This design comes from an exercise in tuning for small area and a short achievable clock period on the open sky130 flow, not from production work.
In this exercise RTL edits were held to simulation tests only and were not proved equivalent to the original.
Power figures rest on the tool's default switching activity, not on a simulated workload.

Design bist, start of the top module:
module bist #(parameter size = 6, length = 8) (
    input  logic clk,
    input  logic rst,
    input  logic start,
    input  logic csin,
    input  logic rwbarin,
    input  logic opr,
    input  logic [size-1:0] address,
    input  logic [length-1:0] datain,
    output logic [length-1:0] dataout,
    output logic fail
);
    logic        test;       
    logic [7:0]  rlo, rhi;
    logic [3:0]  cup;
    logic        cout;       
    logic        h;          
    logic [63:0][7:0] mem;
    genvar g, j, b;
    function automatic logic [7:0] pattern(input logic [2:0] p);
        case (p)
            3'd0: pattern = 8'hAA;
            3'd1: pattern = 8'h55;
            3'd2: pattern = 8'hF0;
            3'd3: pattern = 8'h0F;
            3'd4: pattern = 8'h00;
            3'd5: pattern = 8'hFF;
            3'd6: pattern = 8'h33;
            default: pattern = 8'hCC;
        endcase
    endfunction
    logic       trd;         
    logic       twr;         
    logic       n_d;         
    logic [7:0] pat;         
    logic       cs, nrw;
    logic [7:0] d;
    assign cs  = test | csin;
    assign nrw = twr | (~trd & ~rwbarin);
    assign pat = pattern(cup[3:1]);
    assign d   = n_d ? datain : pat;
    logic n_lo, n_hr, n_hw;
    cell_dffs u_n_lo (.clk(clk), .set(rst), .d(~test_nx), .q(n_lo));
    cell_dffs u_n_hr (.clk(clk), .set(rst), .d(~test_nx), .q(n_hr));
    cell_dffs u_n_hw (.clk(clk), .set(rst), .d(~test_nx), .q(n_hw));
  ...
clock: 5.0 ns
lec_check: 0
cap_margin: 20
core_margin: 2
core_utilization: 60
cts_buf_list: sky130_fd_sc_hd__clkbuf_16
cts_cluster_diameter: 70
cts_cluster_size: 25
place_density: 0.8
setup_slack_margin: 2.7
slew_margin: 20
synth_hierarchical: 1
standard.sh (not shown) runs the stock make flow with config.mk's settings and CLKGATE_MAP_FILE= SYNTH_SCRIPT=/design/flow/synth_recipe.tcl, a recipe that flattens the netlist after the stock synthesis.
==> flow/flow/run.sh <==
#!/bin/bash
# Layout flow: the standard ORFS flow (standard.sh), with the port
# buffers made of buf_4 cells instead of the default delay-buffer cells.
set -euo pipefail
bash standard.sh 'BUFFER_PORTS_ARGS=-buffer_cell sky130_fd_sc_hd__buf_4' ${EXTRA_MAKE_ARGS:-} finish > flow_make.log 2>&1
Then changed:
Settings changed: SETUP_SLACK_MARGIN 2.7 to 2.6.
After rerunning:
- routed wire length falls by 3.3%
- clock skew falls by 0.0044 ns
- total power hardly moves
- cell area falls by 1.8%
- hold slack degrades by 0.0036 ns
- clock power rises by about 2%
- maximum frequency rises by 2.6%
- global-route usage falls by 0.73 points
- register-to-register slack stays flat
Then changed:
Settings changed: PLACE_DENSITY 0.8 to 0.88, SETUP_SLACK_MARGIN 2.6 to 2.5.
The changed run ran to the end with no violations.
Wire length rose slightly.
Power rose slightly.
Global-route usage rose by 0.31 points.
Worst hold slack loses 0.016 ns.
Via count rose slightly.
Count of clock-buffer cells in the layout is unchanged.
Combinational power rose slightly.
Non-clock buffer count fell by 5.
Area after synthesis stays the same.
Sequential cell count is unchanged.
Then changed:
Settings changed: PLACE_DENSITY 0.88 to 0.72.
Result: The new run passed the timing, design-rule and antenna checks; total power stays flat; critical path depth came out higher by 1; hold slack improves by 0.019 ns; sequential share of layout area goes down by 0.21 points; via count went down by 2.8%; wire length is higher by 0.48%; die area stays the same; worst setup slack improved by 0.081 ns; combinational power stays flat; global-route usage goes up by 0.13 points; cell count increases by 0.74%.

---

Setup of build 30:
Starting RTL as in the previous note.
Settings: LEC_CHECK=0, CAP_MARGIN=20, CORE_MARGIN=2, CORE_UTILIZATION=60, CTS_BUF_LIST=sky130_fd_sc_hd__clkbuf_16, CTS_CLUSTER_DIAMETER=70, CTS_CLUSTER_SIZE=30, PLACE_DENSITY=0.8, SETUP_SLACK_MARGIN=2.5, SLEW_MARGIN=20, SYNTH_HIERARCHICAL=1; clock period 5.0 ns.
Scripts as last shown in full above: flow/flow/run.sh
Looking at the reports, build 30 completed the entire flow and the layout it produced met the timing, design-rule and antenna checks.
## Diff of input files: build 83 against build 30
- CTS_CLUSTER_SIZE now 25, was 30
--- outcome ---
- Build 83 vs. build 30: global-route wire length before repair has decreased; global-route usage decreased 0.26 points; share of the cycle needed by the critical path after routing down 0.38 points; share of power burned in the clock network fell by 0.9 points.
- On sequential share of layout area, build 83 and build 30 are neck and neck.
- Diff build 83 and build 30: first-pass iteration count of the detailed router lower in build 83
- Measured against each other, build 83 and build 30 differ in critical path depth, the higher figure coming from build 30.
- Re multi-input gate area in the final layout: build 83 and build 30 aren't equal, and the higher value belongs to build 30.
Modified inputs, build 51 compared to build 83
- CTS_CLUSTER_SIZE now 28, was 25
- CTS_CLUSTER_DIAMETER now 75, was 70
- PLACE_DENSITY now 0.72, was 0.8
### Flow results
- Build 83 → build 51: power shows a reduction of 3.5%; cell area reported after detailed placement held steady.
- Side by side, number of signal-net buffers in the layout turned out higher in build 51 than in build 83.
- Summary of build 51 over build 83: share of total power in combinational logic now larger, cell count along the critical path now larger, sequential cell area in the final layout comparable, power of the sequential group comparable, summed area of non-filler cells in the final layout comparable.
- Build 51 against build 83: setup TNS after final layout shows no meaningful change; setup slack went down.
- Diff build 83..build 51 | proportion of cell area occupied by registers | negligible
For build 36, these inputs were changed with respect to build 51:
- SETUP_SLACK_MARGIN now 2.7, was 2.5
- CTS_CLUSTER_SIZE now 25, was 28
- CTS_CLUSTER_DIAMETER now 70, was 75
==> run summary <==
- Build 36 ends up with higher total length of routed wires than build 51 does.
- Build 36 improves on build 51 in maximum frequency.
- Design area grows by a few percent when moving from build 51 to build 36.
- Clock group share of total power: build 36 > build 51

separate check: timing with driven ports:
No port has a modelled driver above. Below, the same layouts with a new extraction and two added sets of constraints.
Step 1, drivers: a clkbuf_16 drives clk and a buf_2 each remaining input, both assumed.
Step 2 also shifts input and output timing later by t, the mid clock arrival at the registers, as if the neighbouring blocks saw the same clock.
Three values: no drivers, after step 1, after step 2; two values: the first two.
run | t (ns) | slack for setup (ns) | worst setup path at the end | worst data-port slew with drivers (ns) | cell pins on the clock port's net
the first run of note 1 | 0.631 | 2.470 / 2.418 / 1.931 | input to register | 0.11 | 1
the second run of note 1 | 0.637 | 2.533 / 2.479 / 1.955 | input to register | 0.10 | 1
the third run of note 1 | 0.633 | 2.391 / 2.417 / 1.784 | input to register | 0.09 | 1
the fourth run of note 1 | 0.633 | 2.473 / 2.431 / 1.860 | input to register | 0.08 | 1
build 30 | 0.657 | 2.467 / 2.429 / 1.842 | input to register | 0.11 | 1
build 83 | 0.655 | 2.486 / 2.431 / 1.878 | input to register | 0.10 | 1
build 51 | 0.621 | 2.386 / 2.386 / 1.796 | input to register | 0.08 | 1
build 36 | 0.643 | 2.468 / 2.414 / 2.008 | input to register | 0.12 | 1
After both steps every run listed still meets setup and hold. The setup slack of build 30, which loses most, moves by -0.038 ns with the drivers and by -0.625 ns with both steps.
